Background: an optimization exercise with open tools, aiming at small area, a short achievable clock period and few clock cycles. Do not read the settings as production practice.
Function was checked by simulation only, so behaviour that the tests miss may differ from the original.
Power figures rest on the tool's default switching activity, not on a simulated workload.

Setup of job 4447:
// CPU
module CPU (input clk, rst,
            input ld_we, input [4:0] ld_addr, input [7:0] ld_data,
            output st_valid, output [4:0] st_addr, output [7:0] st_data);
export LEC_CHECK = 0
export ABC_CLOCK_PERIOD_IN_PS = 2800
export CAP_MARGIN = 20
export CORE_MARGIN = 2
export CORE_UTILIZATION = 60
export CTS_BUF_LIST = sky130_fd_sc_hd__clkbuf_4 sky130_fd_sc_hd__clkbuf_8
export CTS_CLUSTER_DIAMETER = 50
export CTS_CLUSTER_SIZE = 20
export PLACE_DENSITY = 0.7
export SLEW_MARGIN = 20
export SETUP_SLACK_MARGIN = 7.2
export TNS_END_PERCENT = 20
export BUFFER_PORTS_ARGS = -buffer_cell sky130_fd_sc_hd__buf_4
create_clock -name core_clock -period 10.0 [get_ports {clk}]
standard.sh (not shown) runs the stock make flow with config.mk's settings and CLKGATE_MAP_FILE= SYNTH_SCRIPT=/design/flow/synth_recipe.tcl, a recipe that flattens the netlist after the stock synthesis.
==> flow/flow/run.sh <==
#!/bin/bash
# Standard ORFS layout (the standard.sh, unchanged synthesis), with extra
# settings appended to config.mk: repair_timing aims for a tighter setup slack,
# and the port buffers are plain buffers.
set -e
cat flow/extra.mk >> config.mk
bash standard.sh > standard.log 2>&1
==> flow/flow/extra.mk <==
export SETUP_SLACK_MARGIN = 7.2
export TNS_END_PERCENT = 20
export BUFFER_PORTS_ARGS = -buffer_cell sky130_fd_sc_hd__buf_4
Testbench counts of job 4447, summed over its fixed seeds: cycles 20,287.
Input-level comparison between job 9697 and job 4447:
# job 4447
export LEC_CHECK = 0
export ABC_CLOCK_PERIOD_IN_PS = 2800
export CAP_MARGIN = 20
export CORE_MARGIN = 2
export CORE_UTILIZATION = 60
export CTS_BUF_LIST = sky130_fd_sc_hd__clkbuf_4 sky130_fd_sc_hd__clkbuf_8
export CTS_CLUSTER_DIAMETER = 50
export CTS_CLUSTER_SIZE = 20
export PLACE_DENSITY = 0.7
export SLEW_MARGIN = 20
export SETUP_SLACK_MARGIN = 7.2
export TNS_END_PERCENT = 20
export BUFFER_PORTS_ARGS = -buffer_cell sky130_fd_sc_hd__buf_4
create_clock -name core_clock -period 10.0 [get_ports {clk}]
# job 9697
export LEC_CHECK = 0
export ABC_CLOCK_PERIOD_IN_PS = 2800
export CAP_MARGIN = 20
export CORE_MARGIN = 2
export CORE_UTILIZATION = 60
export CTS_BUF_LIST = sky130_fd_sc_hd__clkbuf_8 sky130_fd_sc_hd__clkbuf_16
export CTS_CLUSTER_DIAMETER = 60
export CTS_CLUSTER_SIZE = 30
export PLACE_DENSITY = 0.7
export SLEW_MARGIN = 20
export SETUP_SLACK_MARGIN = 7.2
export TNS_END_PERCENT = 20
export BUFFER_PORTS_ARGS = -buffer_cell sky130_fd_sc_hd__buf_4
create_clock -name core_clock -period 10.0 [get_ports {clk}]
[summary]
Cell count in job 9697 vs job 4447: down 0.62%. Of job 9697 and job 4447, the higher share of total power consumed by net switching belongs to job 4447. Job 9697 falls short of job 4447 in global-route wire length before repair. Per the comparison of job 9697 with job 4447, clock distribution area overhead in the final layout grew by 0.76 points, count of buffers added by post-CTS timing repair for setup shrank by 1.
--- input diff job 9697..job 1742 ---
# job 9697
export LEC_CHECK = 0
export ABC_CLOCK_PERIOD_IN_PS = 2800
export CAP_MARGIN = 20
export CORE_MARGIN = 2
export CORE_UTILIZATION = 60
export CTS_BUF_LIST = sky130_fd_sc_hd__clkbuf_8 sky130_fd_sc_hd__clkbuf_16
export CTS_CLUSTER_DIAMETER = 60
export CTS_CLUSTER_SIZE = 30
export PLACE_DENSITY = 0.7
export SLEW_MARGIN = 20
export SETUP_SLACK_MARGIN = 7.2
export TNS_END_PERCENT = 20
export BUFFER_PORTS_ARGS = -buffer_cell sky130_fd_sc_hd__buf_4
create_clock -name core_clock -period 10.0 [get_ports {clk}]
# job 1742
export LEC_CHECK = 0
export CAP_MARGIN = 20
export CORE_MARGIN = 2
export CORE_UTILIZATION = 60
export CTS_BUF_LIST = sky130_fd_sc_hd__clkbuf_8 sky130_fd_sc_hd__clkbuf_16
export CTS_CLUSTER_DIAMETER = 60
export CTS_CLUSTER_SIZE = 30
export PLACE_DENSITY = 0.7
export SLEW_MARGIN = 20
export SETUP_SLACK_MARGIN = 7.2
export TNS_END_PERCENT = 20
export BUFFER_PORTS_ARGS = -buffer_cell sky130_fd_sc_hd__buf_4
create_clock -name core_clock -period 10.0 [get_ports {clk}]
==> comparison <==
The final layout from job 1742, which completed every stage, passed the timing, design-rule and antenna checks at the end of the flow.
As far as routing usage on met3 goes, job 9697 and job 1742 are indistinguishable; the numbers are identical.
From job 9697 to job 1742, switching share of power did not move at all.
Per the comparison of job 1742 with job 9697, via count of the routed design comparable; sequential cell count has remained practically unchanged; clock power share flat; deepest level of the CTS H-tree did not really move; met1 track utilization from global routing saw little to no change.
Comparing job 9697 against job 1742, there is no change at all in clock-buffer cell count.
From job 1742 to job 9697, clock period minus final worst setup slack did not move at all.
Cell depth of the worst hold path came out exactly the same in job 9697 and job 1742.
Relative to job 1742, the following input files were edited for job 9795:
# job 1742
export LEC_CHECK = 0
export CAP_MARGIN = 20
export CORE_MARGIN = 2
export CORE_UTILIZATION = 60
export CTS_BUF_LIST = sky130_fd_sc_hd__clkbuf_8 sky130_fd_sc_hd__clkbuf_16
export CTS_CLUSTER_DIAMETER = 60
export CTS_CLUSTER_SIZE = 30
export PLACE_DENSITY = 0.7
export SLEW_MARGIN = 20
export SETUP_SLACK_MARGIN = 7.2
export TNS_END_PERCENT = 20
export BUFFER_PORTS_ARGS = -buffer_cell sky130_fd_sc_hd__buf_4
create_clock -name core_clock -period 10.0 [get_ports {clk}]
# job 9795
export LEC_CHECK = 0
export CAP_MARGIN = 20
export CORE_MARGIN = 2
export CORE_UTILIZATION = 70
export CTS_BUF_LIST = sky130_fd_sc_hd__clkbuf_8 sky130_fd_sc_hd__clkbuf_16
export CTS_CLUSTER_DIAMETER = 60
export CTS_CLUSTER_SIZE = 30
export PLACE_DENSITY = 0.8
export SLEW_MARGIN = 20
export SETUP_SLACK_MARGIN = 7.2
export TNS_END_PERCENT = 20
export BUFFER_PORTS_ARGS = -buffer_cell sky130_fd_sc_hd__buf_4
create_clock -name core_clock -period 10.0 [get_ports {clk}]
Findings:
- Re combinational power share: job 9795 is 1.4 points down on job 1742.
- As far as critical path depth in cells goes, job 9795 and job 1742 are indistinguishable; the numbers are identical.
- Compared job 9795 vs job 1742, and clock buffer count in the final layout is down in job 9795.
- Status: hold slack parity (job 9795, job 1742)
- The run with more setup slack is job 9795; job 1742 has less.

---

## ember
The RTL this note starts from:
==> flow/design.v <==
`timescale 1ns/1ns
module CPU (input clk, rst,
            input ld_we, input [4:0] ld_addr, input [7:0] ld_data,
            output st_valid, output [4:0] st_addr, output [7:0] st_data);
  reg [7:0] mem [0:31];
  reg [7:0] stk [0:31];
  reg [4:0] pc, pc1;            
  reg       e_pop;              
  reg       e_jz;               
  reg       e_add, e_sub, e_and;
  reg       r_dn, r_up;         
  reg       t_md, t_nmd, t_s1, t_ns1, t_alu, t_nalu, t_ns0, t_s0;   
  reg       u_ns0, u_alu;       
  reg [4:0] ra;                 
  reg       wen;
  reg [4:0] wa;
  reg [7:0] wd;
  wire [7:0] s0 = stk[0];
  wire [7:0] s1 = stk[1];
  wire [7:0] s2 = stk[2];
  wire taken = e_jz & (s0 == 8'd0);
  assign st_valid = e_pop;
  assign st_addr  = wa;
  assign st_data  = wd;
  always @(posedge clk) begin
    if (wen)
      mem[wa] <= wd;
  end
  wire [7:0] fe = mem[{pc1[4:1], 1'b0}];
  wire [7:0] fodd = mem[{pc[4:1], 1'b1}];
  wire [7:0] f0 = pc[0] ? fodd : fe;
  wire [7:0] f1 = pc[0] ? fe : fodd;
  wire hit0 = wen & (wa == pc);
  wire hit1 = wen & (wa == pc1);
  wire [2:0] o0 = f0[7:5];
  wire [2:0] o1 = f1[7:5];
  wire [4:0] a0 = f0[4:0];
  wire [4:0] a1 = f1[4:0];
  wire i0_push = o0 == 3'b100;
  wire i0_pop  = o0 == 3'b101;
  wire i0_not  = o0 == 3'b011;
  wire i0_alu  = ~o0[2] & ~(o0[1] & o0[0]);
  wire i0_jmp  = o0 == 3'b110;
  wire i0_jz   = o0 == 3'b111;
  wire i1_push = o1 == 3'b100;
  wire i1_not  = o1 == 3'b011;
  wire i1_jmp  = o1 == 3'b110;
  wire i1_pop  = o1 == 3'b101;
  wire i1_alu  = ~o1[2] & ~(o1[1] & o1[0]);
  wire hz   = (i0_pop & (a0[4:3] == pc1[4:3])) | hit1;
  wire x0   = i0_pop | i0_alu | i0_not;
  wire p_j  = ~i0_jmp & i1_jmp & ~hz;          
  wire p_p  = x0 & i1_push & ~hz;              
  wire p_n  = (x0 | i0_push) & i1_not & ~hz;   
  wire p_z  = i0_jz & (i1_push | i1_alu | i1_not) & ~hit1;   
  wire same = a0 == a1;                        
  wire pairable = ((x0 & i1_push) | ((x0 | i0_push) & i1_not) | (i0_jz & (i1_push | i1_alu | i1_not)));
  wire [4:0] seq_pc  = i1_jmp ? a1  : pairable ? pc2 : pc1;
  wire [4:0] seq_pc1 = i1_jmp ? a1i : pairable ? pc3 : pc2;
  wire [4:0] npc  = i0_jmp ? a0  : hz ? pc1 : seq_pc;
  wire [4:0] npc1 = i0_jmp ? a0i : hz ? pc2 : seq_pc1;
  wire [4:0] pc2 = pc1 + 5'd1;
  wire [4:0] pc3 = pc1 + 5'd2;
  wire [4:0] a0i = a0 + 5'd1;
  wire [4:0] a1i = a1 + 5'd1;
  always @(posedge clk, posedge rst) begin
    if (rst) begin
      pc  <= 5'd0;
      pc1 <= 5'd1;
      {e_pop, e_jz, r_dn, r_up, u_ns0, u_alu} <= 6'd0;
      {t_md, t_nmd, t_s1, t_ns1, t_alu, t_nalu, t_ns0} <= 7'd0;
      t_s0 <= 1'b1;
    end else if (taken | hit0) begin
      if (taken) begin
        pc  <= wa;
        pc1 <= wa + 5'd1;
      end
      {e_pop, e_jz, r_dn, r_up, u_ns0, u_alu} <= 6'd0;
      {t_md, t_nmd, t_s1, t_ns1, t_alu, t_nalu, t_ns0} <= 7'd0;
      t_s0 <= 1'b1;
    end else begin
      pc  <= npc;
      pc1 <= npc1;
      e_pop  <= i0_pop;
      e_jz   <= i0_jz;
      if (p_z) begin
        r_dn   <= i1_push;
        r_up   <= i1_alu;
        u_ns0  <= 1'b0;
        u_alu  <= 1'b0;
        t_md   <= i1_push;
        t_nmd  <= 1'b0;
        t_s1   <= 1'b0;
        t_ns1  <= 1'b0;
        t_alu  <= i1_alu;
        t_nalu <= 1'b0;
        t_ns0  <= i1_not;
        t_s0   <= 1'b0;
      end else begin
        r_dn   <= i0_push | (i0_not & p_p);
        r_up   <= (i0_pop | i0_alu) & ~p_p;
        u_ns0  <= i0_not & p_p;
        u_alu  <= i0_alu & p_p;
        t_md   <= (i0_push & ~p_n) | (p_p & ~(i0_pop & same));
        t_nmd  <= i0_push & p_n;
        t_s1   <= i0_pop & ~p_p & ~p_n;
        t_ns1  <= i0_pop & p_n;
        t_alu  <= i0_alu & ~p_p & ~p_n;
        t_nalu <= i0_alu & p_n;
        t_ns0  <= i0_not & ~p_p & ~p_n;
        t_s0   <= i0_jmp | i0_jz | (i0_not & p_n) | (p_p & i0_pop & same);
      end
    end
  end
  always @(posedge clk) begin
    e_add <= (p_z ? o1[1:0] : o0[1:0]) == 2'b00;
    e_sub <= (p_z ? o1[1:0] : o0[1:0]) == 2'b01;
    e_and <= (p_z ? o1[1:0] : o0[1:0]) == 2'b10;
    ra    <= (p_p | p_z) ? a1 : a0;
  end
  wire nt = ~taken;
  wire [7:0] md   = mem[ra];
  wire [7:0] sum  = s0 + s1;
  wire [7:0] diff = ~(~s0 + s1);           
  wire [7:0] alu  = ({8{e_add}} & sum) | ({8{e_sub}} & diff) | ({8{e_and}} & (s0 & s1));
  wire [7:0] top_n = ({8{t_md & nt}}   & md)
                   | ({8{t_nmd & nt}}  & ~md)
                   | ({8{t_s1 & nt}}   & s1)
                   | ({8{t_ns1 & nt}}  & ~s1)
                   | ({8{t_alu & nt}}  & alu)
                   | ({8{t_nalu & nt}} & ~alu)
                   | ({8{t_ns0 & nt}}  & ~s0)
                   | ({8{t_s0 | taken}} & s0);
  always @(posedge clk) begin
    wen <= ld_we | (~rst & ~taken & ~hit0 & i0_pop);
    wa  <= ld_we ? ld_addr : a0;
    wd  <= ld_we ? ld_data : top_n;
  end
  integer k;
  always @(posedge clk, posedge rst) begin
    if (rst) begin
      for (k = 0; k < 32; k = k + 1)
        stk[k] <= 8'd0;
    end else begin
      stk[0] <= top_n;
      if (r_dn & nt)
        stk[1] <= u_ns0 ? ~s0 : s0;
      else if (r_up & nt)
        stk[1] <= s2;
      else if (u_alu)
        stk[1] <= alu;
      for (k = 2; k < 32; k = k + 1)
        if (r_dn & nt)
          stk[k] <= stk[k-1];
        else if (r_up & nt)
          stk[k] <= stk[(k+1) % 32];
    end
  end
endmodule
==> flow/config.mk <==
export PLATFORM = sky130hd
export DESIGN_NAME = CPU
export DESIGN_NICKNAME = CPU
export VERILOG_FILES = /design/flow/design.v
export SDC_FILE = /design/flow/constraint.sdc
export NUM_CORES = 4
export LEC_CHECK = 0
export ABC_CLOCK_PERIOD_IN_PS = 2800
export CAP_MARGIN = 20
export CORE_MARGIN = 2
export CORE_UTILIZATION = 60
export CTS_BUF_LIST = sky130_fd_sc_hd__clkbuf_8 sky130_fd_sc_hd__clkbuf_16
export CTS_CLUSTER_DIAMETER = 60
export CTS_CLUSTER_SIZE = 30
export PLACE_DENSITY = 0.8
export SLEW_MARGIN = 20
export SETUP_SLACK_MARGIN = 6.8
export TNS_END_PERCENT = 5
export BUFFER_PORTS_ARGS = -buffer_cell sky130_fd_sc_hd__buf_4
==> flow/constraint.sdc <==
create_clock -name core_clock -period 10.0 [get_ports {clk}]
set_input_delay 2.0000 -clock core_clock [delete_from_list [all_inputs] [get_ports {clk}]]
set_output_delay 2.0000 -clock core_clock [all_outputs]
set_load 0.01 [all_outputs]
==> flow/flow/extra.mk <==
export SETUP_SLACK_MARGIN = 6.8
export TNS_END_PERCENT = 5
export BUFFER_PORTS_ARGS = -buffer_cell sky130_fd_sc_hd__buf_4
Scripts as last shown in full above: flow/flow/run.sh
Testbench counts of ember, summed over its fixed seeds: cycles 14,781.
What cedar does differently from ember at the input level:
Settings: swapping 0.8 for 0.7 in PLACE_DENSITY; swapping 6.8 for 7.2 in SETUP_SLACK_MARGIN; swapping 5 for 20 in TNS_END_PERCENT.
==> flow/flow/extra.mk <==
export SETUP_SLACK_MARGIN = 7.2
export TNS_END_PERCENT = 20
export BUFFER_PORTS_ARGS = -buffer_cell sky130_fd_sc_hd__buf_4
==> comparison <==
Maximum level of the CTS H-tree came out exactly the same in ember and cedar.
Having completed the whole flow, cedar delivered a layout that passed the timing, design-rule and antenna checks.
Ratio of final minimum period to clock period in cedar vs ember: down 1.0 points
From ember to cedar the numbers moved as follows: power increased by about 3.5% relative to the old numbers; fraction of the core area covered by cells at the end of the flow increased by 2.0 points relative to the old numbers; final cell count increased by 85 relative to the old numbers; setup slack increased by 0.10 ns relative to the old numbers.
Between ember and cedar, count of buffers added by post-CTS timing repair for setup is higher for cedar, ember comes in under that.
For ember, the highest metal layer used by the detailed router was met4, unlike cedar, where it was met5.
Comparing ember and cedar, the higher cell area was measured on cedar.
Clock share of power up 0.9 points in cedar wrt ember
The inputs of fjord differ from those of cedar as listed below.
Settings: changing SETUP_SLACK_MARGIN from 7.2 to 6.5.
--- a/flow/flow/extra.mk
+++ b/flow/flow/extra.mk
@@ -1 +1 @@
-export SETUP_SLACK_MARGIN = 7.2
+export SETUP_SLACK_MARGIN = 6.5
==> comparison <==
Delta (fjord minus cedar): worst hold slack flat; largest fanout of any net on the critical path down 10; setup slack on the worst flop-to-flop path down 0.11 ns.
Global-route wire length before repair (higher): cedar
The run showing the greater global routing usage summed across all routing layers is cedar.
Compared with cedar, in fjord worst setup slack after layout shows a reduction of 0.18 ns, final instance area shows a reduction of about 5%.
Compared with cedar, fjord shows per-cell routed wire length that has gone down by a few percent.
--- input diff fjord..juniper ---
Settings: SETUP_SLACK_MARGIN changed from 6.5 to 6.8; TNS_END_PERCENT changed from 20 to 5; ABC_CLOCK_PERIOD_IN_PS changed from 2800 to 1500.
==> flow/flow/extra.mk <==
export SETUP_SLACK_MARGIN = 6.8
export TNS_END_PERCENT = 5
export BUFFER_PORTS_ARGS = -buffer_cell sky130_fd_sc_hd__buf_4
[summary]
- Side by side, count of filler cells inserted in the layout turned out lower in juniper than in fjord.
- Looking at slowest stage cell on the critical path, the sky130_fd_sc_hd__or4_4 result is from juniper; the sky130_fd_sc_hd__dfxtp_1 one comes from fjord.
- fjord -> juniper: synthesized area per cell delta 0, exact match
- Compared with fjord, juniper is hungrier on power.
- Delta (juniper minus fjord): achievable clock frequency moved up; static power due to leakage picked up an extra 0.31 nW; total length of routed wires saw an increase; via count saw an increase.

-- afterwards: timing with drivers on the ports --
How much do the figures lean on ideal ports? The routed layouts below were timed once more, with nothing changed but the port constraints. Step 1, drivers: a clkbuf_16 drives clk and a buf_2 each remaining input, both assumed. Step 2, shift: input delay + t, output delay - t, t = (earliest + latest rising clock arrival at the registers) / 2. This alone moves slack from input paths to output paths. Three values: no drivers, after step 1, after step 2; two values: the first two.
run | t (ns) | setup slack, ns | worst setup path at the end | clock arrival spread, ns | worst data-port slew with drivers (ns)
job 4447 | 0.702 | 6.730 / 6.680 / 6.654 | input, reset recovery | 0.064 / 0.063 | 0.05
job 9697 | 0.625 | 6.850 / 6.794 / 6.631 | input, reset recovery | 0.032 / 0.032 | 0.05
job 1742 | 0.625 | 6.850 / 6.794 / 6.631 | input, reset recovery | 0.032 / 0.032 | 0.05
job 9795 | 0.613 | 6.880 / 6.826 / 6.884 | input, reset recovery | 0.041 / 0.041 | 0.04
ember | 0.657 | 6.469 / 6.469 / 6.301 | input, reset recovery | 0.051 / 0.051 | 0.06
cedar | 0.661 | 6.569 / 6.569 / 6.500 | input, reset recovery | 0.034 / 0.033 | 0.05
fjord | 0.652 | 6.391 / 6.330 / 6.258 | input, reset recovery | 0.028 / 0.028 | 0.04
juniper | 0.655 | 6.629 / 6.626 / 6.268 | input, reset recovery | 0.028 / 0.029 | 0.05
After both steps setup and hold are still met in every run listed. For juniper, which loses most, drivers alone change the setup slack by -0.003 ns; drivers and shift together by -0.361 ns. Setup slack includes reset recovery checks.
